From an optimization exercise on the open Yosys and OpenROAD flow, aimed at small area; shortcuts taken in it are not production practice. Only simulation tests tie the RTL to the original design; equivalence was not proved. Power figures rest on the tool's default switching activity, not on a simulated workload.

==> flow/design.v, too long to show whole: its modules and the start of the top module <==
// module ascii_font_8x8: 2006 lines
// module OLED_interface: 331 lines
module OLED_interface (input i_CLK,
                       input i_RST,
                       input [1:0] i_MODE,
                       input i_START,
                       input [7:0] i_TEXT_COLOR,
                       input [7:0] i_BACKGROUND_COLOR,
                       input [767:0] i_ASCII,
                       output reg o_READY,
                       output o_CS,
                       output o_MOSI,
                       output o_SCK,
                       output o_DC,
                       output reg o_RES,
                       output reg o_VCCEN,
                       output reg o_PMODEN,
                       output o_MOSI_FINAL_BIT,
                       output o_MOSI_FINAL_BYTE);
  // ...
==> flow/flow/run.sh <==
#!/bin/bash
# Own layout flow: the standard flow (standard.sh: unchanged synthesis,
# floorplan, power grid, tap cells, placement, CTS and routing) with two
# changes to how the layout is made:
#  - the port buffers that global placement inserts are sky130_fd_sc_hd__buf_1
#    instead of the cell buffer_ports picks by itself (every input and output
#    port still gets its own buffer);
#  - clock tree synthesis builds the tree from clkbuf_4 cells, with at most 10
#    registers per leaf buffer within 35 um, and adds no dummy loads.
# standard.sh writes each step's full log under orfs/logs; the make output
# goes to standard_flow.log here.
set -euo pipefail
export BUFFER_PORTS_ARGS="-buffer_cell sky130_fd_sc_hd__buf_1"
export CTS_ARGS="-sink_clustering_enable -repair_clock_nets -dont_use_dummy_load -buf_list sky130_fd_sc_hd__clkbuf_4 -sink_clustering_size 10 -sink_clustering_max_diameter 35"
bash standard.sh finish > standard_flow.log 2>&1
==> flow/standard.sh <==
#!/bin/bash
# synth_recipe.tcl (not shown) runs the flow's synth.tcl, then flattens the netlist and writes it again
# the make line also repeats each setting of config.mk as NAME=value (left out here)
make -C /OpenROAD-flow-scripts/flow DESIGN_CONFIG=/design/flow/config.mk WORK_HOME=/design/flow/orfs CLKGATE_MAP_FILE= SYNTH_SCRIPT=/design/flow/synth_recipe.tcl "${@:-finish}"
==> flow/config.mk <==
export PLATFORM = sky130hd
export DESIGN_NAME = OLED_interface
export DESIGN_NICKNAME = OLED_interface
export VERILOG_FILES = /design/flow/design.v
export SDC_FILE = /design/flow/constraint.sdc
export NUM_CORES = 4
export LEC_CHECK = 0
export ABC_AREA = 1
export CAP_MARGIN = 20
export CORE_AREA = 2 2 278 278
export DIE_AREA = 0 0 280 280
export SLEW_MARGIN = 20
export SYNTH_MEMORY_MAX_BITS = 20000
==> flow/constraint.sdc <==
create_clock -name core_clock -period 10.0 [get_ports {i_CLK}]
set_input_delay 2.0000 -clock core_clock [delete_from_list [all_inputs] [get_ports {i_CLK}]]
set_output_delay 2.0000 -clock core_clock [all_outputs]
set_load 0.01 [all_outputs]
==> flow_summary.toml, run 1 <==
[clock_tree]
insertion_delay_ps = 930
cts_buffers = 114

[worst_setup_path]
reg2reg_slack_ps = 5230

[route]
vias_per_cell = 5.07
wl_um = 109000
ant_nets = 0

[die]
die_h_um = 280
num_tap_cells = 978
rows = 101

[layout]
ff_latch_area_mm2 = 0.0159
multi_input_area_share = 0.360
seq_share = 0.460
mostFrequentLayoutCell = "buf_1"
top_register = "s_ring"
n_antenna_cell = 7
nFillCells = 7635

[timing]
max_freq_ghz = 0.208
rsz0062_at_grt = "no"

[global_route]
grt_pass1_vias = 24300
antenna_found_initial = 13
grt_max_degree = 143

[power]
pg_clk_mw = 1.48
power.switching_mw = 1.06

[status]
status = "complete, no violations"

[synthesis]
netlist_instances = 3284
synth_edf_count = 62

[run]
drv_cap = 0

[placement]
hpwlAfterDp_um = 83300
==> run 2: changes to the inputs <==
==> flow/flow/run.sh (replaced) <==
#!/bin/bash
# Own layout flow, built on the standard flow (standard.sh):
#  1. the standard synthesis, unchanged (bash standard.sh synth);
#  2. the combinational logic of that netlist is mapped again with ABC's
#     area-oriented mapper (flow/reopt.sh); every register instance is kept
#     as it is (same name, same cell), only the gates between them change;
#  3. the rest of the standard flow (floorplan, power grid, tap cells,
#     placement, CTS, routing) on that netlist, with two changes to how the
#     layout is made:
#     - the port buffers that global placement inserts are
#       sky130_fd_sc_hd__buf_1 (every input and output port still gets its
#       own buffer);
#     - clock tree synthesis builds the tree from clkbuf_4 cells, with at most
#       10 registers per leaf buffer within 35 um, and adds no dummy loads.
# Each tool's full output goes to a log file in this folder (and ORFS's own
# step logs under orfs/logs).
set -euo pipefail
export BUFFER_PORTS_ARGS="-buffer_cell sky130_fd_sc_hd__buf_1"
export CTS_ARGS="-sink_clustering_enable -repair_clock_nets -dont_use_dummy_load -buf_list sky130_fd_sc_hd__clkbuf_4 -sink_clustering_size 10 -sink_clustering_max_diameter 35"
bash standard.sh synth > standard_synth.log 2>&1
bash flow/reopt.sh > reopt.log 2>&1
bash standard.sh finish > standard_flow.log 2>&1
==> flow/flow/reopt.sh (new file) <==
#!/bin/bash
# Maps the combinational logic of the standard synthesis netlist again with
# ABC's area mapper (amap). Registers are kept as black boxes, so their
# instances, names and cells do not change.
set -euo pipefail
PLATFORM=${FLOW_PLATFORM:-sky130hd}
R=orfs/results/$PLATFORM/OLED_interface/base
LIB=$FLOW_HOME/platforms/$PLATFORM/lib/sky130_fd_sc_hd__tt_025C_1v80.lib
YOSYS=$FLOW_HOME/../tools/install/yosys/bin/yosys
[[ -x $YOSYS ]] || YOSYS=yosys
cp $R/1_2_yosys.v $R/1_2_yosys.standard.v
echo "strash; dch -f; amap; topo" > reopt.abc
cat > reopt.ys <<EOY
read_liberty -ignore_miss_func $LIB
blackbox $(cat flow/seq_cells.txt)
read_verilog $R/1_2_yosys.standard.v
hierarchy -top ${FLOW_TOP:-OLED_interface}
flatten
delete t:\$scopeinfo
opt_clean
abc -liberty $LIB -dont_use sky130_fd_sc_hd__probe_p_8 -dont_use sky130_fd_sc_hd__probec_p_8 -dont_use sky130_fd_sc_hd__lpflow_* -dont_use sky130_fd_sc_hd__fill_* -script reopt.abc
opt_clean -purge
rename -hide w:*.*
stat -liberty $LIB
write_verilog -noattr -noexpr reopt_netlist.v
EOY
$YOSYS -s reopt.ys
cp reopt_netlist.v $R/1_2_yosys.v
rm -f $R/1_synth.odb $R/1_synth.sdc
==> flow/flow/seq_cells.txt (new file) <==
sky130_fd_sc_hd__dfbbn_1 sky130_fd_sc_hd__dfbbn_2 sky130_fd_sc_hd__dfbbp_1 sky130_fd_sc_hd__dfrbp_1 sky130_fd_sc_hd__dfrbp_2 sky130_fd_sc_hd__dfrtn_1 sky130_fd_sc_hd__dfrtp_1 sky130_fd_sc_hd__dfrtp_2 sky130_fd_sc_hd__dfrtp_4 sky130_fd_sc_hd__dfsbp_1 sky130_fd_sc_hd__dfsbp_2 sky130_fd_sc_hd__dfstp_1 sky130_fd_sc_hd__dfstp_2 sky130_fd_sc_hd__dfstp_4 sky130_fd_sc_hd__dfxbp_1 sky130_fd_sc_hd__dfxbp_2 sky130_fd_sc_hd__dfxtp_1 sky130_fd_sc_hd__dfxtp_2 sky130_fd_sc_hd__dfxtp_4 sky130_fd_sc_hd__dlclkp_1 sky130_fd_sc_hd__dlclkp_2 sky130_fd_sc_hd__dlclkp_4 sky130_fd_sc_hd__dlrbn_1 sky130_fd_sc_hd__dlrbn_2 sky130_fd_sc_hd__dlrbp_1 sky130_fd_sc_hd__dlrbp_2 sky130_fd_sc_hd__dlrtn_1 sky130_fd_sc_hd__dlrtn_2 sky130_fd_sc_hd__dlrtn_4 sky130_fd_sc_hd__dlrtp_1 sky130_fd_sc_hd__dlrtp_2 sky130_fd_sc_hd__dlrtp_4 sky130_fd_sc_hd__dlxbn_1 sky130_fd_sc_hd__dlxbn_2 sky130_fd_sc_hd__dlxbp_1 sky130_fd_sc_hd__dlxtn_1 sky130_fd_sc_hd__dlxtn_2 sky130_fd_sc_hd__dlxtn_4 sky130_fd_sc_hd__dlxtp_1 sky130_fd_sc_hd__edfxbp_1 sky130_fd_sc_hd__edfxtp_1 sky130_fd_sc_hd__lpflow_inputisolatch_1 sky130_fd_sc_hd__sdfbbn_1 sky130_fd_sc_hd__sdfbbn_2 sky130_fd_sc_hd__sdfbbp_1 sky130_fd_sc_hd__sdfrbp_1 sky130_fd_sc_hd__sdfrbp_2 sky130_fd_sc_hd__sdfrtn_1 sky130_fd_sc_hd__sdfrtp_1 sky130_fd_sc_hd__sdfrtp_2 sky130_fd_sc_hd__sdfrtp_4 sky130_fd_sc_hd__sdfsbp_1 sky130_fd_sc_hd__sdfsbp_2 sky130_fd_sc_hd__sdfstp_1 sky130_fd_sc_hd__sdfstp_2 sky130_fd_sc_hd__sdfstp_4 sky130_fd_sc_hd__sdfxbp_1 sky130_fd_sc_hd__sdfxbp_2 sky130_fd_sc_hd__sdfxtp_1 sky130_fd_sc_hd__sdfxtp_2 sky130_fd_sc_hd__sdfxtp_4 sky130_fd_sc_hd__sdlclkp_1 sky130_fd_sc_hd__sdlclkp_2 sky130_fd_sc_hd__sdlclkp_4 sky130_fd_sc_hd__sedfxbp_1 sky130_fd_sc_hd__sedfxbp_2 sky130_fd_sc_hd__sedfxtp_1 sky130_fd_sc_hd__sedfxtp_2 sky130_fd_sc_hd__sedfxtp_4
==> flow_summary.toml, run 2 <==
[synthesis]
netlist_instances = 2460
postSynthAreaPerCell_um2 = 10.4
yosys_warnings = 2
syn_nets = 3249
syn-cell-area_mm2 = 0.0255

[power]
combPwrFrac = 0.076
power.switching_mw = 1.25
finalPower_mw = 5.05
p_int_mw = 3.80
seqPwrFrac = 0.622
p_per_area_mw_per_mm2 = 163
ir_drop_uv = 110
leakage_nw = 10.8
p_clk_frac = 0.303
switching_share = 0.247

[worst_setup_path]
crit_top_cell = "nor2_1"
cp.required_ps = 10700
crit_chain = "clkinv_1 > nor2_1 > nor2_1 > nor2_1 > clkinv_1 > nand2_1 > nor2_1 > a2111oi_0 > o32ai_1 > a31oi_1 > o21ai_0 > a311oi_1 > nor2_1 > or3_1 > nor2_1 > o21bai_1"
cp_data_arrival_time_ps = 6010
reg2reg_from = "s_cnt[2]$_DFFE_PP_"
setup.worst_path.start_class = "flop"
path_max_fanout = 11
r2r-end = "s_kind[0]$_DFFE_PP_"
cp-end-kind = "flop"
reg2reg_depth = 16
reg2reg_slack_ps = 4690
cp_num_buf_inv = 2
crit_slowest_cell = "edfxtp_1"
worst_path_largest_cell_delay_ps = 650
crit_type = "flop to flop"
cpLargestDelayFamily = "compound AO/OA/AOI/OAI gates"

[layout]
largest_reg_flops = 672
nets = 4196
instances_no_fill = 4399
mostFrequentLayoutCell = "buf_1"
top_register = "s_ring"
utilization = 0.409
mostFrequentLayoutCells = "buf_1 (798), dfxtp_1 (677), o22ai_1 (498), nor2_1 (300), clkinv_1 (224)"
syn_to_final_growth_pct = 21.4
top_regs = "s_ring (672), s_cnt (14)"
drive_above_1_share = 0.0452

[die]
initial_core_util = 0.337
fp.coreArea_mm2 = 0.0757
io_pins = 799
die_h_um = 280
dieArea_mm2 = 0.0784
die_w_um = 280
rows = 101

[route]
vias = 24800
post-route-drc-count = 0
vias_per_cell = 5.63
drt_pass1_iterations = 6
avgRoutedWirePerCell_um = 23.9
ant_nets = 0
drt_iter0_markers = 2660
wl_um = 105000

[clock_tree]
cts_buffers = 119
cts_root_buffer = "clkbuf_4"
cts_tree = "done"
cts_setup_buffers = 0
insertion_delay_ps = 910
ctsHtreeMaxLevel = 3
cts_max_path_buffers = 3
numClockSinks = 757
cts.repair.resized = 0
cts.clk_slew.worst_paths_ps = 110
ctsHoldBuffers = 0

[min_path]
min_from = "s_ring[440]$_DFF_P_"
worstHoldPathType = "flop to flop"
hold_path_end = "s_ring[433]$_DFF_P_"
whs_path_depth = 1

[timing]
setup_violations = 0
max_freq_ghz = 0.188
tightest_slew_ps = 1320
setup_tns_ps = 0
period_needed_ps = 5310
fin_ws_ps = 4690
final.period_utilization = 0.531
rsz0062_at_grt = "no"
fin_skew_ps = 158
slew_headroom = 0.109
hold_viol_final = 0
drv_slew = 0

[placement]
io_buffers = 798
place_ws_ps = 4710
place.gp.congestion = 1.09
hpwlAfterDp_um = 77400
place_inst = 4264

[global_route]
use_met3 = 0.0699
grt_max_degree = 239
grt_pass1_wl_um = 149000
use_met1 = 0.332
antenna_found_initial = 20
grt_pass1_vias = 23500
busiest_layer = "met2"
use_met2 = 0.391
grtUsageTotal = 0.253
grt_overflow = 0

[status]
status = "complete, no violations"

[run]
drv_cap = 0
run 2: worst max-delay path by stage:
stage                                    from             endpoint  slack [ps]  cells past startpoint
after floorplan                     i_MODE[0]  s_ring[103]$_DFF_P_      -14760                      5
after global placement    s_char[2]$_DFFE_PP_  s_kind[0]$_DFFE_PP_        4750                     15
after detailed placement            i_MODE[1]  s_ring[310]$_DFF_P_        4710                      7
after CTS                 s_char[2]$_DFFE_PP_  s_kind[0]$_DFFE_PP_        4970                     15
after global routing      s_char[0]$_DFFE_PP_  s_kind[0]$_DFFE_PP_        4570                     19
final                      s_cnt[2]$_DFFE_PP_  s_kind[0]$_DFFE_PP_        4690                     16
run 2: power by group through the flow:
| stage | clock network, mW | registers (mW) | logic [mW] |
|---|---|---|---|
| after detailed placement | 0 | 3.21 | 0.378 |
| after CTS | 1.59 | 3.14 | 0.380 |
| after global routing | 1.71 | 3.14 | 0.425 |
| after floorplan | 0 | 3.20 | 0.179 |
| after global placement | 0 | 3.21 | 0.376 |
| final | 1.53 | 3.14 | 0.383 |
run 2: layout make-up:
| type | instances | area, µm² |
|---|---|---|
| diodes | 16 | 40.0 |
| clock buffers | 119 | 893 |
| fillers | 7779 | 44700 |
| inverters | 225 | 852 |
| multi-input cells | 1478 | 8850 |
| flip-flops and latches | 757 | 15900 |
| well taps | 978 | 1220 |
| repair buffers | 826 | 3260 |
run 2: stage by stage:
| step | instance area [µm²] | hold slack (ps) |
|---|---|---|
| 3_3_place_gp | 30000 | 380 |
| 5_1_grt | 31000 | 277 |
| 2_1_floorplan | 25500 | 378 |
| 6_report | 31000 | 256 |
| 4_1_cts | 30900 | 272 |
| 3_5_place_dp | 30000 | 383 |
run 2: metal layers:
metal,vias up,share of wire
li1,11500,-
met1,11600,0.41
met2,1311,0.45
met3,324,0.096
met4,10,0.040
met5,-,0.00062
==> run 3: changes to the inputs <==
--- a/flow/flow/run.sh
+++ b/flow/flow/run.sh
@@ -4,4 +4,5 @@
 #  2. the combinational logic of that netlist is mapped again with ABC's
-#     area-oriented mapper (flow/reopt.sh); every register instance is kept
-#     as it is (same name, same cell), only the gates between them change;
+#     area-oriented mapper and a local rewrite of the ring's folded bits
+#     (flow/reopt.sh, flow/fold.py); every register instance is kept as it is
+#     (same name, same cell), only the gates between them change;
 #  3. the rest of the standard flow (floorplan, power grid, tap cells,
==> flow/flow/fold.py (new file) <==
#!/usr/bin/env python3
"""Local rewrite of the ring's folded bits in a mapped netlist.

The ring bits 5 and 6 of each character compute D = ~(L & c & ~c7 | X & r),
X being the complement of the load select L. ABC maps each to an a32oi fed by
an inverter on c7 that the two bits share. This rewrite builds, once per
character, m = nor2(X, c7) = L & ~c7 and maps each bit to a22oi(m, c, X, r),
then drops inverters left without loads. The function is unchanged.
usage: fold.py in.v out.v
"""
import re, sys

src = open(sys.argv[1]).read()
cell_re = re.compile(r'^  (sky130_fd_sc_hd__\w+) (\S+)\s+\((.*?)\n  \);\n', re.S | re.M)
pin_re = re.compile(r'\.(\w+)\(([^()]*)\)')

cells = []
for m in cell_re.finditer(src):
    pins = {p: s.strip() for p, s in pin_re.findall(m.group(3))}
    cells.append({'type': m.group(1), 'name': m.group(2), 'pins': pins,
                  'span': m.span(), 'keep': True})
outs = ('X', 'Y', 'Q', 'Q_N', 'COUT', 'SUM')
drv, loads = {}, {}
for i, c in enumerate(cells):
    for p, s in c['pins'].items():
        if p in outs:
            drv[s] = i
        else:
            loads.setdefault(s, []).append(i)

def is_port(net):
    return re.match(r'^i_ASCII\[\d+\]$', net) is not None

def flop_of(net):
    i = drv.get(net)
    return i is not None and 'df' in cells[i]['type'] and 's_ring' in cells[i]['name']

new_cells, new_nets, mnet = [], [], {}
done = 0
for i, c in enumerate(cells):
    if c['type'] != 'sky130_fd_sc_hd__a32oi_1':
        continue
    y = c['pins']['Y']
    ld = loads.get(y, [])
    if len(ld) != 1 or 'df' not in cells[ld[0]]['type'] or 's_ring' not in cells[ld[0]]['name']:
        continue
    a = [c['pins'][p] for p in ('A1', 'A2', 'A3')]
    b = [c['pins'][p] for p in ('B1', 'B2')]
    inv = [n for n in a if n in drv and cells[drv[n]]['type'] in
           ('sky130_fd_sc_hd__clkinv_1', 'sky130_fd_sc_hd__inv_1')
           and is_port(cells[drv[n]]['pins']['A'])]
    prt = [n for n in a if is_port(n)]
    if len(inv) != 1 or len(prt) != 1:
        continue
    lsel = [n for n in a if n not in inv and n not in prt]
    rq = [n for n in b if flop_of(n)]
    xs = [n for n in b if not flop_of(n)]
    if len(lsel) != 1 or len(rq) != 1 or len(xs) != 1:
        continue
    c7 = cells[drv[inv[0]]]['pins']['A']
    key = (xs[0], c7)
    if key not in mnet:
        n = 'fold_m_%d' % len(mnet)
        mnet[key] = n
        new_nets.append(n)
        new_cells.append('  sky130_fd_sc_hd__nor2_1 fold_nor_%d (\n    .A(%s),\n    .B(%s),\n    .Y(%s)\n  );\n'
                         % (len(mnet) - 1, xs[0], c7, n))
    c['keep'] = False
    new_cells.append('  sky130_fd_sc_hd__a22oi_1 %s (\n    .A1(%s),\n    .A2(%s),\n    .B1(%s),\n    .B2(%s),\n    .Y(%s)\n  );\n'
                     % (c['name'], mnet[key], prt[0], xs[0], rq[0], y))
    loads[inv[0]].remove(i)
    done += 1
# inverters left without loads: their output net must now appear only in
# its declaration and on the inverter's own pin
def uses(net, text):
    return len(re.findall(r'(?<![\w\\$])' + re.escape(net) + r'(?![\w\[])', text))
kept_text = ''.join(src[c['span'][0]:c['span'][1]] for c in cells if c['keep']) + ''.join(new_cells)
rest = src[:cells[0]['span'][0]] + src[cells[-1]['span'][1]:] if cells else src
for i, c in enumerate(cells):
    if c['keep'] and c['type'] in ('sky130_fd_sc_hd__clkinv_1', 'sky130_fd_sc_hd__inv_1'):
        o = c['pins']['Y']
        if o.startswith('_') and uses(o, kept_text) == 1 and uses(o, rest) == 1:
            c['keep'] = False

out, pos = [], 0
first = cells[0]['span'][0] if cells else len(src)
for c in cells:
    s, e = c['span']
    out.append(src[pos:s])
    if c['keep']:
        out.append(src[s:e])
    pos = e
out.append(src[pos:])
text = ''.join(out)
decl = ''.join('  wire %s;\n' % n for n in new_nets)
text = text[:first] + decl + text[first:]
k = text.rfind('endmodule')
text = text[:k] + ''.join(new_cells) + text[k:]
open(sys.argv[2], 'w').write(text)
print('fold.py: rewrote %d cells, %d nor2 added, %d cells dropped' %
      (done, len(new_nets), sum(1 for c in cells if not c['keep']) - done))
--- a/flow/flow/reopt.sh
+++ b/flow/flow/reopt.sh
@@ -3,3 +3,4 @@
 # ABC's area mapper (amap). Registers are kept as black boxes, so their
-# instances, names and cells do not change.
+# instances, names and cells do not change. flow/fold.py then rewrites the
+# gates of the ring's folded bits 5 and 6 (same function, fewer cells).
 set -euo pipefail
@@ -27,3 +28,5 @@
 $YOSYS -s reopt.ys
-cp reopt_netlist.v $R/1_2_yosys.v
+# local rewrite of the ring's folded bits (see flow/fold.py)
+python3 flow/fold.py reopt_netlist.v reopt_fold.v || cp reopt_netlist.v reopt_fold.v
+cp reopt_fold.v $R/1_2_yosys.v
 rm -f $R/1_synth.odb $R/1_synth.sdc
--- a/flow/config.mk
+++ b/flow/config.mk
@@ -8,6 +8,6 @@
 export ABC_AREA = 1
-export CAP_MARGIN = 20
+export CAP_MARGIN = 0
 export CORE_AREA = 2 2 278 278
 export DIE_AREA = 0 0 280 280
-export SLEW_MARGIN = 20
+export SLEW_MARGIN = 0
 export SYNTH_MEMORY_MAX_BITS = 20000
==> flow_summary.toml, run 3 <==
[global_route]
grt_pass1_wl_um = 152000
grt_overflow = 0
grt_max_degree = 213
antenna_found_initial = 20
grtUsageTotal = 0.261
grt_pass1_vias = 23500

[route]
ant_nets = 0
wl_um = 109000
vias_per_cell = 5.61
post-route-drc-count = 0
drt_pass1_iterations = 5
vias = 24600
avgRoutedWirePerCell_um = 24.7
drt_iter0_markers = 2422

[clock_tree]
cts.clk_slew.worst_paths_ps = 110
cts.repair.resized = 0
cts_setup_buffers = 0
cts_tree = "done"
insertion_delay_ps = 960
cts_max_path_buffers = 3
numClockSinks = 757
cts_buffers = 110
ctsHtreeMaxLevel = 3
ctsHoldBuffers = 0
cts_root_buffer = "clkbuf_4"

[placement]
hpwlAfterDp_um = 81300
io_buffers = 798
place_ws_ps = 4570
place_inst = 4267
place_area_mm2 = 0.0298
place.gp.congestion = 1.06

[timing]
tightest_slew_ps = 1380
max_freq_ghz = 0.176
slew_headroom = 0.0810
final.period_utilization = 0.567
period_needed_ps = 5670
hold_viol_final = 0
rsz0062_at_grt = "no"
setup_tns_ps = 0
fin_ws_ps = 4330
hold-worst-slack_ps = 280
setup_violations = 0
fin_skew_ps = 170
drv_slew = 0

[worst_setup_path]
path_max_fanout = 16
cp-end-kind = "flop"
cp_data_arrival_time_ps = 6310
setup.worst_path.start_class = "flop"
cp.required_ps = 10640
crit_type = "flop to flop"

[synthesis]
netlist_instances = 2460
postSynthAreaPerCell_um2 = 10.3
syn_nets = 3249
syn-cell-area_mm2 = 0.0253
yosys_warnings = 2

[status]
status = "complete, no violations"

[power]
leakage_nw = 10.8
p_per_area_mw_per_mm2 = 163
finalPower_mw = 4.99
ir_drop_uv = 103

[die]
io_pins = 799
initial_core_util = 0.334
rows = 101
die_w_um = 280
die_h_um = 280
dieArea_mm2 = 0.0784
fp.coreArea_mm2 = 0.0757

[layout]
multi_input_area_mm2 = 0.00896
ff_latch_area_mm2 = 0.0159
instances_no_fill = 4388
drive_above_1_share = 0.0432
utilization = 0.405
top_register = "s_ring"
syn_to_final_growth_pct = 21.3
nets = 4190
largest_reg_flops = 672
top_regs = "s_ring (672), s_cnt (14)"
fin_area_mm2 = 0.0307
mostFrequentLayoutCell = "buf_1"
mostFrequentLayoutCells = "buf_1 (798), dfxtp_1 (677), o22ai_1 (499), nor2_1 (396), a22oi_1 (201)"
nFillCells = 7860

[min_path]
worstHoldPathType = "flop to flop"

[run]
drv_cap = 0
run 3: worst max-delay path: stages (launching register included):
cell and delay (ps):
edfxtp_1 330, buf_4 270, clkinv_1 600, nor2_1 830, clkinv_1 810, nor2_1 740, clkinv_1 360, o211ai_1 400
nor3_1 110, o32a_1 340, nor2_1 90, a311oi_1 50, nor2_1 120, or3_1 110, nor2_1 50, o21bai_1 150
run 3: area by class of cell:
| cell class | count | share of cell area |
|---|---|---|
| Sequential cell | 757 | 0.517 |
| Multi-Input combinational cell | 1574 | 0.292 |
| Timing Repair Buffer | 829 | 0.107 |
| Tap cell | 978 | 0.0399 |
| Clock buffer | 110 | 0.0269 |
| Inverter | 129 | 0.0160 |
| Antenna cell | 11 | 0.000897 |
run 3: final timing paths:
path | start | to | slack [ps] | cells after the start
setup / recovery | s_char[3]$_DFFE_PP_ | s_kind[0]$_DFFE_PP_ | 4330 | 15
hold / removal | s_ring[354]$_DFF_P_ | s_ring[347]$_DFF_P_ | 280 | 1
setup reg to reg | s_char[3]$_DFFE_PP_ | s_kind[0]$_DFFE_PP_ | 4330 | 15
hold reg to reg | s_ring[354]$_DFF_P_ | s_ring[347]$_DFF_P_ | 280 | 1
max in group asynchronous | i_RST | s_state[0]$_DFFE_PP0P_ | 8440 | 2
min in group asynchronous | i_RST | m_dc$_DFFE_PP0P_ | 1090 | 2
run 3: power breakdown:
| part | total, mW | leakage [nW] | internal [mW] | switching, mW |
|---|---|---|---|---|
| clock | 1.48 | 0.506 | 0.499 | 0.983 |
| combinational | 0.373 | 3.28 | 0.147 | 0.225 |
| sequential | 3.14 | 6.98 | 3.11 | 0.0247 |
run 3: layer usage:
metal,global-route usage,vias to the layer above,part of all wire
met3,0.0764,304,0.099
met1,0.349,11700,0.42
li1,-,11400,-
met2,0.391,1273,0.44
met4,0.115,10,0.042
met5,0,-,0.00069
==> run 4: changes to the inputs <==
--- a/flow/config.mk
+++ b/flow/config.mk
@@ -8,6 +8,6 @@
 export ABC_AREA = 1
-export CAP_MARGIN = 0
+export CAP_MARGIN = 20
 export CORE_AREA = 2 2 278 278
 export DIE_AREA = 0 0 280 280
-export SLEW_MARGIN = 0
+export SLEW_MARGIN = 20
 export SYNTH_MEMORY_MAX_BITS = 20000
==> flow_summary.toml, run 4 <==
[status]
status = "complete, no violations"

[die]
rows = 101
io_pins = 799
die_h_um = 280
initial_core_util = 0.334
die_w_um = 280
dieArea_mm2 = 0.0784
fp.coreArea_mm2 = 0.0757

[worst_setup_path]
cp-end-kind = "flop"
crit_type = "flop to flop"
cp.required_ps = 10640
path_max_fanout = 16
cp_data_arrival_time_ps = 6310
setup.worst_path.start_class = "flop"

[global_route]
grt_overflow = 0
grt_max_degree = 213
busiest_layer = "met2"
grt_pass1_vias = 23500
use_met2 = 0.391
use_met1 = 0.349
grt_pass1_wl_um = 152000
use_met3 = 0.0764
grtUsageTotal = 0.261
antenna_found_initial = 20

[power]
finalPower_mw = 4.99
p_int_mw = 3.76
ir_drop_uv = 103
p_clk_frac = 0.297
combPwrFrac = 0.075
power.switching_mw = 1.23
seqPwrFrac = 0.628
switching_share = 0.247
p_per_area_mw_per_mm2 = 163
leakage_nw = 10.8

[placement]
place_inst = 4267
hpwlAfterDp_um = 81300
place_area_mm2 = 0.0298
io_buffers = 798
place.gp.congestion = 1.06

[route]
ant_nets = 0
drt_iter0_markers = 2422
avgRoutedWirePerCell_um = 24.7
vias_per_cell = 5.62
wl_um = 109000
vias = 24600
drt_pass1_iterations = 6
post-route-drc-count = 0

[layout]
mostFrequentLayoutCells = "buf_1 (798), dfxtp_1 (677), o22ai_1 (498), nor2_1 (396), a22oi_1 (201)"
syn_to_final_growth_pct = 21.3
instances_no_fill = 4388
nets = 4190
top_regs = "s_ring (672), s_cnt (14)"
fin_area_mm2 = 0.0307
largest_reg_flops = 672
drive_above_1_share = 0.0435
top_register = "s_ring"
mostFrequentLayoutCell = "buf_1"
nFillCells = 7861

[clock_tree]
cts_buffers = 110
ctsHtreeMaxLevel = 3
cts.repair.resized = 0
cts.clk_slew.worst_paths_ps = 110
cts_root_buffer = "clkbuf_4"
ctsHoldBuffers = 0
cts_setup_buffers = 0
numClockSinks = 757
cts_max_path_buffers = 3
cts_tree = "done"
insertion_delay_ps = 960

[timing]
max_freq_ghz = 0.176
rsz0062_at_grt = "no"
slew_headroom = 0.0802
fin_skew_ps = 170
hold-worst-slack_ps = 280
final.period_utilization = 0.567
drv_slew = 0
setup_violations = 0
hold_viol_final = 0
period_needed_ps = 5670
tightest_slew_ps = 1380

[min_path]
worstHoldPathType = "flop to flop"

[synthesis]
syn-cell-area_mm2 = 0.0253
postSynthAreaPerCell_um2 = 10.3
netlist_instances = 2460
yosys_warnings = 2
syn_nets = 3249

[run]
drv_cap = 0
==> run 4: cell types whose count changed in the layout (fill, tap and decap cells not counted) <==
cell and change:
o22ai_1 -1, o22ai_2 +1
==> run 4: cell type report <==
cell class / instances / area [µm²] / area share
Sequential cell: 757 / 15900 / 0.517
Timing Repair Buffer: 829 / 3280 / 0.107
Tap cell: 978 / 1220 / 0.0399
Inverter: 129 / 492 / 0.0160
Multi-Input combinational cell: 1574 / 8960 / 0.292
Antenna cell: 11 / 27.5 / 0.000897
Clock buffer: 110 / 826 / 0.0269
==> run 4: critical path, cell delays in order (launching register included) <==
cell      delay, ps
edfxtp_1        330
buf_4           270
clkinv_1        600
nor2_1          830
clkinv_1        810
nor2_1          740
clkinv_1        360
o211ai_1        400
nor3_1          110
o32a_1          340
nor2_1           90
a311oi_1         50
nor2_1          120
or3_1           110
nor2_1           50
o21bai_1        150
==> run 4: power by group through the flow <==
stage               sequential [mW]  clock (mW)  combinational (mW)
CTS                            3.14        1.54               0.369
global route                   3.14        1.65               0.414
detailed placement             3.21           0               0.367
global placement               3.21           0               0.365
finish                         3.14        1.48               0.373
floorplan                      3.20           0               0.167
==> run 4: through the flow <==
step	setup slack, ps	utilization	TNS (ps)
6_report	4330	0.405	0
5_1_grt	4380	0.405	0
4_1_cts	4800	0.405	0
3_5_place_dp	4570	0.394	0
3_3_place_gp	4510	0.394	0
2_1_floorplan	-13320	-	-8708800
==> run 4: routing by layer <==
layer	routed length, µm	vias up	share of wire
met5	75	-	0.00069
met4	4570	10	0.042
met3	10700	302	0.098
met2	47800	1280	0.44
met1	45400	11700	0.42
li1	-	11400	-
==> run 4: final timing paths <==
path / startpoint / slack, ps / end / cells past startpoint
hold reg to reg: s_ring[354]$_DFF_P_ / 280 / s_ring[347]$_DFF_P_ / 1
max in group asynchronous: i_RST / 8440 / s_state[0]$_DFFE_PP0P_ / 2
min in group asynchronous: i_RST / 1090 / m_dc$_DFFE_PP0P_ / 2
setup reg to reg: s_char[3]$_DFFE_PP_ / 4330 / s_kind[0]$_DFFE_PP_ / 15
setup / recovery: s_char[3]$_DFFE_PP_ / 4330 / s_kind[0]$_DFFE_PP_ / 15
hold / removal: s_ring[354]$_DFF_P_ / 280 / s_ring[347]$_DFF_P_ / 1
==> run 5: changes to the inputs <==
--- a/flow/flow/run.sh
+++ b/flow/flow/run.sh
@@ -14,3 +14,3 @@
 #     - clock tree synthesis builds the tree from clkbuf_4 cells, with at most
-#       10 registers per leaf buffer within 35 um, and adds no dummy loads.
+#       10 registers per leaf buffer within 45 um, and adds no dummy loads.
 # Each tool's full output goes to a log file in this folder (and ORFS's own
@@ -19,3 +19,3 @@
 export BUFFER_PORTS_ARGS="-buffer_cell sky130_fd_sc_hd__buf_1"
-export CTS_ARGS="-sink_clustering_enable -repair_clock_nets -dont_use_dummy_load -buf_list sky130_fd_sc_hd__clkbuf_4 -sink_clustering_size 10 -sink_clustering_max_diameter 35"
+export CTS_ARGS="-sink_clustering_enable -repair_clock_nets -dont_use_dummy_load -buf_list sky130_fd_sc_hd__clkbuf_4 -sink_clustering_size 10 -sink_clustering_max_diameter 45"
 bash standard.sh synth > standard_synth.log 2>&1
==> flow_summary.toml, run 5 <==
[status]
status = "complete, no violations"

[layout]
top_register = "s_ring"
mostFrequentLayoutCells = "buf_1 (798), dfxtp_1 (677), o22ai_1 (498), nor2_1 (396), a22oi_1 (201)"
syn_to_final_growth_pct = 20.8
nets = 4174
drive_above_1_share = 0.0390
top_regs = "s_ring (672), s_cnt (14)"
mostFrequentLayoutCell = "buf_1"
nFillCells = 7860
largest_reg_flops = 672

[route]
drt_iter0_markers = 2528
post-route-drc-count = 0
wl_met2_um = 47600
ant_nets = 0
wl_met1_um = 44900
avgRoutedWirePerCell_um = 24.7
top_layer = "met5"
wl_um = 108000
vias = 24500
vias_per_cell = 5.60
wl_met3_um = 11100
drt_pass1_iterations = 6

[clock_tree]
numClockSinks = 757
cts_buffers = 94
cts_tree = "done"
cts_setup_buffers = 0
cts_max_path_buffers = 3
ctsHoldBuffers = 0
cts.clk_slew.worst_paths_ps = 100
insertion_delay_ps = 940
cts.repair.resized = 0
ctsHtreeMaxLevel = 3
cts_root_buffer = "clkbuf_4"

[placement]
hpwlAfterDp_um = 81300
place_ws_ps = 4570
place.gp.congestion = 1.06
io_buffers = 798

[timing]
setup_tns_ps = 0
fin_ws_ps = 4430
fin_skew_ps = 164
setup_violations = 0
tightest_slew_ps = 1210
period_needed_ps = 5570
final.period_utilization = 0.557
drv_slew = 0
hold_viol_final = 0
rsz0062_at_grt = "no"
max_freq_ghz = 0.179
slew_headroom = 0.193

[power]
p_clk_frac = 0.283
combPwrFrac = 0.076
finalPower_mw = 4.90
leakage_nw = 10.7
ir_drop_uv = 101
p_int_mw = 3.69
seqPwrFrac = 0.641
power.switching_mw = 1.21
switching_share = 0.246
p_per_area_mw_per_mm2 = 160

[worst_setup_path]
reg2reg_depth = 15
setup.worst_path.start_class = "flop"
cp.required_ps = 10620
cpLargestDelayFamily = "buffers and inverters"
crit_cells = 15
critPathLaunch = "s_char[3]$_DFFE_PP_"
path_max_fanout = 16
crit_type = "flop to flop"
cp_data_arrival_time_ps = 6190
crit_top_cell = "nor2_1"
reg2reg_from = "s_char[3]$_DFFE_PP_"
cp_num_buf_inv = 4
cp-end-kind = "flop"
crit_slowest_cell = "nor2_1"
worst_path_largest_cell_delay_ps = 850
crit_chain = "buf_4 > clkinv_1 > nor2_1 > clkinv_1 > nor2_1 > clkinv_1 > o211ai_1 > nor3_1 > o32a_1 > nor2_1 > a311oi_1 > nor2_1 > or3_1 > nor2_1 > o21bai_1"

[synthesis]
yosys_warnings = 2
postSynthAreaPerCell_um2 = 10.3
netlist_instances = 2460
syn_nets = 3249
syn-cell-area_mm2 = 0.0253

[die]
io_pins = 799
die_h_um = 280
initial_core_util = 0.334
fp.coreArea_mm2 = 0.0757
die_w_um = 280
rows = 101
dieArea_mm2 = 0.0784

[global_route]
grt_pass1_wl_um = 151000
antenna_found_initial = 17
grt_max_degree = 213
grt_overflow = 0
grtUsageTotal = 0.260
grt_pass1_vias = 23400

[min_path]
whs_path_depth = 1
min_from = "s_ring[333]$_DFF_P_"
worstHoldPathType = "flop to flop"

[run]
drv_cap = 0
## run 5: cell types whose count changed in the layout (fill, tap and decap cells not counted)
| cell | previous run | this run |
|---|---|---|
| diode_2 | 11 | 9 |
| clkbuf_4 | 110 | 94 |
## run 5: power groups by stage
stage / Combinational (mW) / Sequential [mW] / Clock (mW)
2_1_floorplan: 0.167 / 3.20 / 0
3_3_place_gp: 0.365 / 3.21 / 0
3_5_place_dp: 0.367 / 3.21 / 0
4_1_cts: 0.368 / 3.14 / 1.44
5_1_grt: 0.414 / 3.14 / 1.55
6_report: 0.372 / 3.14 / 1.39
## run 5: layout make-up
cell class	instances	area, µm²	area share
Sequential cell	757	15900	0.519
Multi-Input combinational cell	1574	8960	0.293
Timing Repair Buffer	829	3280	0.107
Tap cell	978	1220	0.0401
Clock buffer	94	706	0.0231
Inverter	129	492	0.0161
Antenna cell	9	22.5	0.000737
## run 5: worst paths after layout
check | end | slack, ps
worst max-delay path | s_kind[0]$_DFFE_PP_ | 4430
worst min-delay path | s_ring[326]$_DFF_P_ | 290
worst max register to register | s_kind[0]$_DFFE_PP_ | 4430
worst min register to register | s_ring[326]$_DFF_P_ | 290
max in group asynchronous | s_init$_DFFE_PP0P_ | 8420
min in group asynchronous | m_mosi$_DFFE_PP0P_ | 1140
## run 5: layer usage
metal | GRT usage | vias to the layer above
met1 | 0.345 | 11600
met3 | 0.0816 | 277
met2 | 0.391 | 1221
li1 | - | 11300
met5 | 0 | -
met4 | 0.110 | 10
## run 5: metrics by stage
stage | instance area, µm² | std cells | hold WS, ps | util
floorplan | 25300 | 2460 | 394 | -
global placement | 29800 | 4267 | 396 | 0.394
detailed placement | 29800 | 4267 | 399 | 0.394
CTS | 30500 | 4361 | 272 | 0.403
global route | 30500 | 4367 | 291 | 0.404
finish | 30600 | 4370 | 286 | 0.404
==> run 6: changes to the inputs <==
--- a/flow/flow/run.sh
+++ b/flow/flow/run.sh
@@ -3,4 +3,5 @@
 #  1. the standard synthesis, unchanged (bash standard.sh synth);
-#  2. the combinational logic of that netlist is mapped again with ABC's
-#     area-oriented mapper and a local rewrite of the ring's folded bits
+#  2. the combinational logic of that netlist is optimised again with ABC
+#     (&deepsyn, then the area-oriented mapper amap) and a local rewrite of
+#     the ring's folded bits
 #     (flow/reopt.sh, flow/fold.py); every register instance is kept as it is
--- a/flow/flow/reopt.sh
+++ b/flow/flow/reopt.sh
@@ -1,4 +1,4 @@
 #!/bin/bash
-# Maps the combinational logic of the standard synthesis netlist again with
-# ABC's area mapper (amap). Registers are kept as black boxes, so their
+# Optimises the combinational logic of the standard synthesis netlist again
+# with ABC (&deepsyn for 15 minutes, then choices and the area mapper amap). Registers are kept as black boxes, so their
 # instances, names and cells do not change. flow/fold.py then rewrites the
@@ -12,3 +12,3 @@
 cp $R/1_2_yosys.v $R/1_2_yosys.standard.v
-echo "strash; dch -f; amap; topo" > reopt.abc
+echo "strash; &get -n; &deepsyn -T 900; &put; dch -f; amap; topo" > reopt.abc
 cat > reopt.ys <<EOY
==> flow_summary.toml, run 6 <==
[synthesis]
yosys_warnings = 2
syn_nets = 3180
postSynthAreaPerCell_um2 = 10.4
syn-cell-area_mm2 = 0.0250
netlist_instances = 2391

[die]
dieArea_mm2 = 0.0784
fp.coreArea_mm2 = 0.0757
rows = 101
die_w_um = 280
io_pins = 799
die_h_um = 280
initial_core_util = 0.330

[status]
status = "complete, no violations"

[layout]
multi_input_area_mm2 = 0.00861
mostFrequentLayoutCells = "buf_1 (798), dfxtp_1 (677), o22ai_1 (494), nor2_1 (367), a22oi_1 (199)"
mostFrequentLayoutCell = "buf_1"
nFillCells = 7842
nets = 4113
largest_reg_flops = 672
drive_above_1_share = 0.0424
syn_to_final_growth_pct = 21.4
instances_no_fill = 4313
ff_latch_area_mm2 = 0.0159
top_regs = "s_ring (672), s_cnt (14)"
top_register = "s_ring"

[clock_tree]
cts_tree = "done"
cts_setup_buffers = 0
ctsHoldBuffers = 0
cts_max_path_buffers = 3
ctsHtreeMaxLevel = 3
insertion_delay_ps = 940
cts_buffers = 95
cts.clk_slew.worst_paths_ps = 100
numClockSinks = 757
cts.repair.resized = 0
cts_root_buffer = "clkbuf_4"

[global_route]
grt_max_degree = 228
grt_pass1_wl_um = 150000
grtUsageTotal = 0.258
grt_pass1_vias = 22900
antenna_found_initial = 15
grt_overflow = 0

[worst_setup_path]
crit_type = "flop to flop"
crit_end = "s_kind[0]$_DFFE_PP_"
cp.required_ps = 10560
r2r-end = "s_kind[0]$_DFFE_PP_"
critPathLaunch = "s_char[2]$_DFFE_PP_"
reg2reg_from = "s_char[2]$_DFFE_PP_"
reg2reg_slack_ps = 4000
path_max_fanout = 14
reg2reg_depth = 20
cp-end-kind = "flop"
cp_data_arrival_time_ps = 6560
setup.worst_path.start_class = "flop"

[route]
vias = 23800
post-route-drc-count = 0
drt_pass1_iterations = 6
ant_nets = 0
drt_iter0_markers = 2300
avgRoutedWirePerCell_um = 24.7
vias_per_cell = 5.52
wl_um = 107000

[timing]
setup_tns_ps = 0
max_freq_ghz = 0.167
drv_slew = 0
rsz0062_at_grt = "no"
fin_skew_ps = 182
period_needed_ps = 6000
tightest_slew_ps = 1250
setup_violations = 0
final.period_utilization = 0.600
slew_headroom = 0.166
fin_ws_ps = 4000
hold_viol_final = 0

[power]
seqPwrFrac = 0.630
power.switching_mw = 1.35
ir_drop_uv = 108
p_per_area_mw_per_mm2 = 173
p_clk_frac = 0.264
combPwrFrac = 0.106
finalPower_mw = 5.25
leakage_nw = 10.6
switching_share = 0.258
p_int_mw = 3.89

[placement]
place.gp.congestion = 1.10
place_ws_ps = 4190
hpwlAfterDp_um = 81200
io_buffers = 798
place_inst = 4205

[run]
drv_cap = 0

[min_path]
worstHoldPathType = "flop to flop"
run 6: area by class of cell:
cell class	instances	share of cell area
clock buffers	95	0.0235
multi-input cells	1497	0.284
well taps	978	0.0404
inverters	137	0.0172
repair buffers	836	0.110
flip-flops and latches	757	0.524
diodes	13	0.00107
run 6: worst max-delay path, cell delays in order (launching register included):
cell and delay, ps:
edfxtp_1 350, buf_4 270, clkinv_1 430, nor2_1 590, clkinv_1 570, nor2_1 370, nor2_1 110, nor4_1 430
o311ai_0 330, nand3_1 180, nand3_1 140, a221oi_1 330, nor4_1 110, o21a_1 210, a2111oi_0 330, o221ai_1 180
o211a_1 150, or4_1 410, nor2b_1 150, nor2_1 80, nor2_1 40
run 6: worst min path at each step:
stage	from	endpoint	slack [ps]	cells after the start
5_1_grt	s_ring[631]$_DFF_P_	s_ring[624]$_DFF_P_	300	1
3_3_place_gp	s_ring[418]$_DFF_P_	s_ring[411]$_DFF_P_	410	1
2_1_floorplan	s_ring[110]$_DFF_P_	s_ring[103]$_DFF_P_	410	1
3_5_place_dp	s_ring[412]$_DFF_P_	s_ring[405]$_DFF_P_	410	1
4_1_cts	s_ring[631]$_DFF_P_	s_ring[624]$_DFF_P_	310	1
6_report	s_ring[631]$_DFF_P_	s_ring[624]$_DFF_P_	300	1
run 6: power groups by stage:
stage | logic, mW | clock network [mW] | registers, mW
4_1_cts | 0.548 | 1.44 | 3.30
2_1_floorplan | 0.304 | 0 | 3.35
5_1_grt | 0.617 | 1.56 | 3.32
3_5_place_dp | 0.544 | 0 | 3.37
6_report | 0.557 | 1.39 | 3.30
3_3_place_gp | 0.546 | 0 | 3.37
run 6: stage by stage:
step | hold slack, ps | area (µm²) | util
after floorplan | 406 | 25000 | -
after global placement | 408 | 29500 | 0.390
after detailed placement | 412 | 29500 | 0.390
after CTS | 308 | 30200 | 0.399
after global routing | 300 | 30300 | 0.400
final | 296 | 30300 | 0.400
run 6: per-layer routing:
layer  up-vias  GRT usage  wire [µm]
met4        14      0.122       5040
li1      11100          -          -
met3       297     0.0746       9940
met2      1201      0.393      47400
met1     11200      0.338      44200
met5         -          0         84
==> run 7: changes to the inputs <==
--- a/flow/flow/run.sh
+++ b/flow/flow/run.sh
@@ -15,3 +15,3 @@
 #     - clock tree synthesis builds the tree from clkbuf_4 cells, with at most
-#       10 registers per leaf buffer within 45 um, and adds no dummy loads.
+#       10 registers per leaf buffer within 35 um, and adds no dummy loads.
 # Each tool's full output goes to a log file in this folder (and ORFS's own
@@ -20,3 +20,3 @@
 export BUFFER_PORTS_ARGS="-buffer_cell sky130_fd_sc_hd__buf_1"
-export CTS_ARGS="-sink_clustering_enable -repair_clock_nets -dont_use_dummy_load -buf_list sky130_fd_sc_hd__clkbuf_4 -sink_clustering_size 10 -sink_clustering_max_diameter 45"
+export CTS_ARGS="-sink_clustering_enable -repair_clock_nets -dont_use_dummy_load -buf_list sky130_fd_sc_hd__clkbuf_4 -sink_clustering_size 10 -sink_clustering_max_diameter 35"
 bash standard.sh synth > standard_synth.log 2>&1
--- a/flow/flow/reopt.sh
+++ b/flow/flow/reopt.sh
@@ -2,3 +2,3 @@
 # Optimises the combinational logic of the standard synthesis netlist again
-# with ABC (&deepsyn for 15 minutes, then choices and the area mapper amap). Registers are kept as black boxes, so their
+# with ABC (&deepsyn for 8 minutes, then choices and the area mapper amap). Registers are kept as black boxes, so their
 # instances, names and cells do not change. flow/fold.py then rewrites the
@@ -12,3 +12,3 @@
 cp $R/1_2_yosys.v $R/1_2_yosys.standard.v
-echo "strash; &get -n; &deepsyn -T 900; &put; dch -f; amap; topo" > reopt.abc
+echo "strash; &get -n; &deepsyn -T 480; &put; dch -f; amap; topo" > reopt.abc
 cat > reopt.ys <<EOY
==> flow_summary.toml, run 7 <==
[die]
fp.coreArea_mm2 = 0.0757
rows = 101
die_h_um = 280
dieArea_mm2 = 0.0784
initial_core_util = 0.331
die_w_um = 280
io_pins = 799

[power]
finalPower_mw = 5.34
p_int_mw = 4.00
switching_share = 0.252
ir_drop_uv = 108
p_clk_frac = 0.277
seqPwrFrac = 0.624
combPwrFrac = 0.099
p_per_area_mw_per_mm2 = 175
power.switching_mw = 1.34
leakage_nw = 10.7

[layout]
mostFrequentLayoutCell = "buf_1"
utilization = 0.402
drive_above_1_share = 0.0448
top_register = "s_ring"
mostFrequentLayoutCells = "buf_1 (798), dfxtp_1 (677), o22ai_1 (495), nor2_1 (365), a22oi_1 (197)"
syn_to_final_growth_pct = 21.6
largest_reg_flops = 672
top_regs = "s_ring (672), s_cnt (14)"
instances_no_fill = 4339
fin_area_mm2 = 0.0305
nets = 4141

[global_route]
antenna_found_initial = 13
grt_max_degree = 222
grt_overflow = 0
grt_pass1_vias = 23400
grtUsageTotal = 0.258
grt_pass1_wl_um = 151000

[clock_tree]
ctsHtreeMaxLevel = 3
cts_max_path_buffers = 3
insertion_delay_ps = 940
cts_root_buffer = "clkbuf_4"
cts_tree = "done"
numClockSinks = 757
cts_setup_buffers = 0
cts.repair.resized = 0
cts.clk_slew.worst_paths_ps = 100
ctsHoldBuffers = 0
cts_buffers = 113

[route]
post-route-drc-count = 0
drt_iter0_markers = 2394
avgRoutedWirePerCell_um = 24.5
drt_pass1_iterations = 6
vias = 23800
vias_per_cell = 5.49
ant_nets = 0
wl_um = 106000

[run]
drv_cap = 0

[synthesis]
syn-cell-area_mm2 = 0.0250
postSynthAreaPerCell_um2 = 10.4
netlist_instances = 2409
yosys_warnings = 2
syn_nets = 3198

[timing]
fin_ws_ps = 4380
setup_violations = 0
final.period_utilization = 0.562
tightest_slew_ps = 1100
drv_slew = 0
period_needed_ps = 5620
hold-worst-slack_ps = 295
hold_viol_final = 0
slew_headroom = 0.265
fin_skew_ps = 171
setup_tns_ps = 0
max_freq_ghz = 0.178
rsz0062_at_grt = "no"

[status]
status = "complete, no violations"

[placement]
place_area_mm2 = 0.0296
place.gp.congestion = 1.12
place_inst = 4215
io_buffers = 798
place_ws_ps = 4700
hpwlAfterDp_um = 80600

[worst_setup_path]
setup.worst_path.start_class = "flop"
crit_type = "flop to flop"
cp-end-kind = "flop"
cp.required_ps = 10610
cp_data_arrival_time_ps = 6230
path_max_fanout = 11

[min_path]
worstHoldPathType = "flop to flop"
-- run 7: cell count changes in the layout (fill, tap and decap cells not counted), sizes merged, moves of 4 or more --
cell	delta
o21a	-4
a211oi	+4
a31oi	+10
clkbuf	+18
or2	-4
buf	-8
nand2	+9
-- run 7: worst paths after layout --
check                                      end                start  slack [ps]  cells past startpoint
max in group asynchronous    o_RES$_DFFE_PP1P_                i_RST        8480                      2
setup / recovery           s_kind[0]$_DFFE_PP_  s_char[3]$_DFFE_PP_        4380                     14
hold / removal             s_ring[384]$_DFF_P_  s_ring[391]$_DFF_P_         290                      1
hold reg to reg            s_ring[384]$_DFF_P_  s_ring[391]$_DFF_P_         290                      1
setup reg to reg           s_kind[0]$_DFFE_PP_  s_char[3]$_DFFE_PP_        4380                     14
min in group asynchronous    s_SCK$_DFFE_PP0P_                i_RST        1080                      2
-- run 7: cell type report --
class | count | area (µm²)
Fill cell | 7875 | 45200
Antenna cell | 11 | 27.5
Inverter | 134 | 510
Clock buffer | 113 | 848
Tap cell | 978 | 1220
Timing Repair Buffer | 828 | 3270
Multi-Input combinational cell | 1518 | 8700
Sequential cell | 757 | 15900
-- run 7: layer usage --
metal	part of all wire	global-route usage	vias to the layer above	routed length, µm
li1	-	-	11200	-
met1	0.41	0.329	11200	43300
met2	0.44	0.388	1212	46700
met3	0.11	0.0892	301	11200
met4	0.046	0.124	4	4900
met5	0.00051	0.00438	-	54
-- run 7: worst max-delay path, cell delays in order (launching register included) --
cell and delay, ps:
edfxtp_1 360, buf_4 220, clkinv_1 370, nor2_1 710, clkinv_1 840, nor2_1 550
o21ai_0 320, nor4b_1 810, nor4_1 200, o21ai_0 140, a31oi_1 90, or3_1 400
nand2b_1 80, nand2b_1 50, and3_1 170
-- run 7: power by group through the flow --
stage | sequential [mW] | clock, mW | combinational [mW]
floorplan | 3.37 | 0 | 0.295
global placement | 3.40 | 0 | 0.516
detailed placement | 3.40 | 0 | 0.521
CTS | 3.33 | 1.54 | 0.523
global route | 3.35 | 1.65 | 0.590
finish | 3.33 | 1.48 | 0.527

## static timing again, ports no longer ideal
The flow's constraints put no driver on any port. The routed layouts listed below were extracted and timed again, unchanged, in two steps.
Step 1 assumes that a clkbuf_16 drives the clock port and a buf_2 every other input.
Step 2 moves the port delays by t, midway between the first and last clock arrival at a register: inputs arrive t later, outputs are due t later. That takes back most of the time a late clock gives input paths.
a / b / c = no drivers / after step 1 / after step 2; a / b = the first two.
run | t (ns) | slack for setup (ns) | worst register clock-pin slew, ns | cell pins on the clock port's net
run 1 | 0.916 | 5.189 / 5.227 / 4.314 | 0.11 / 0.11 | 1
run 2 | 0.928 | 4.693 / 4.693 / 4.574 | 0.11 / 0.11 | 1
run 3 | 0.930 | 4.329 / 4.329 / 4.329 | 0.11 / 0.11 | 1
run 4 | 0.931 | 4.328 / 4.328 / 4.328 | 0.11 / 0.11 | 1
run 5 | 0.907 | 4.427 / 4.427 / 4.427 | 0.11 / 0.11 | 1
run 6 | 0.897 | 4.003 / 4.003 / 4.003 | 0.12 / 0.12 | 1
run 7 | 0.922 | 4.378 / 4.378 / 4.378 | 0.11 / 0.11 | 1
After both steps every run listed still meets setup and hold. The setup slack of run 1, which loses most, moves by +0.038 ns with the drivers and by -0.875 ns with both steps.
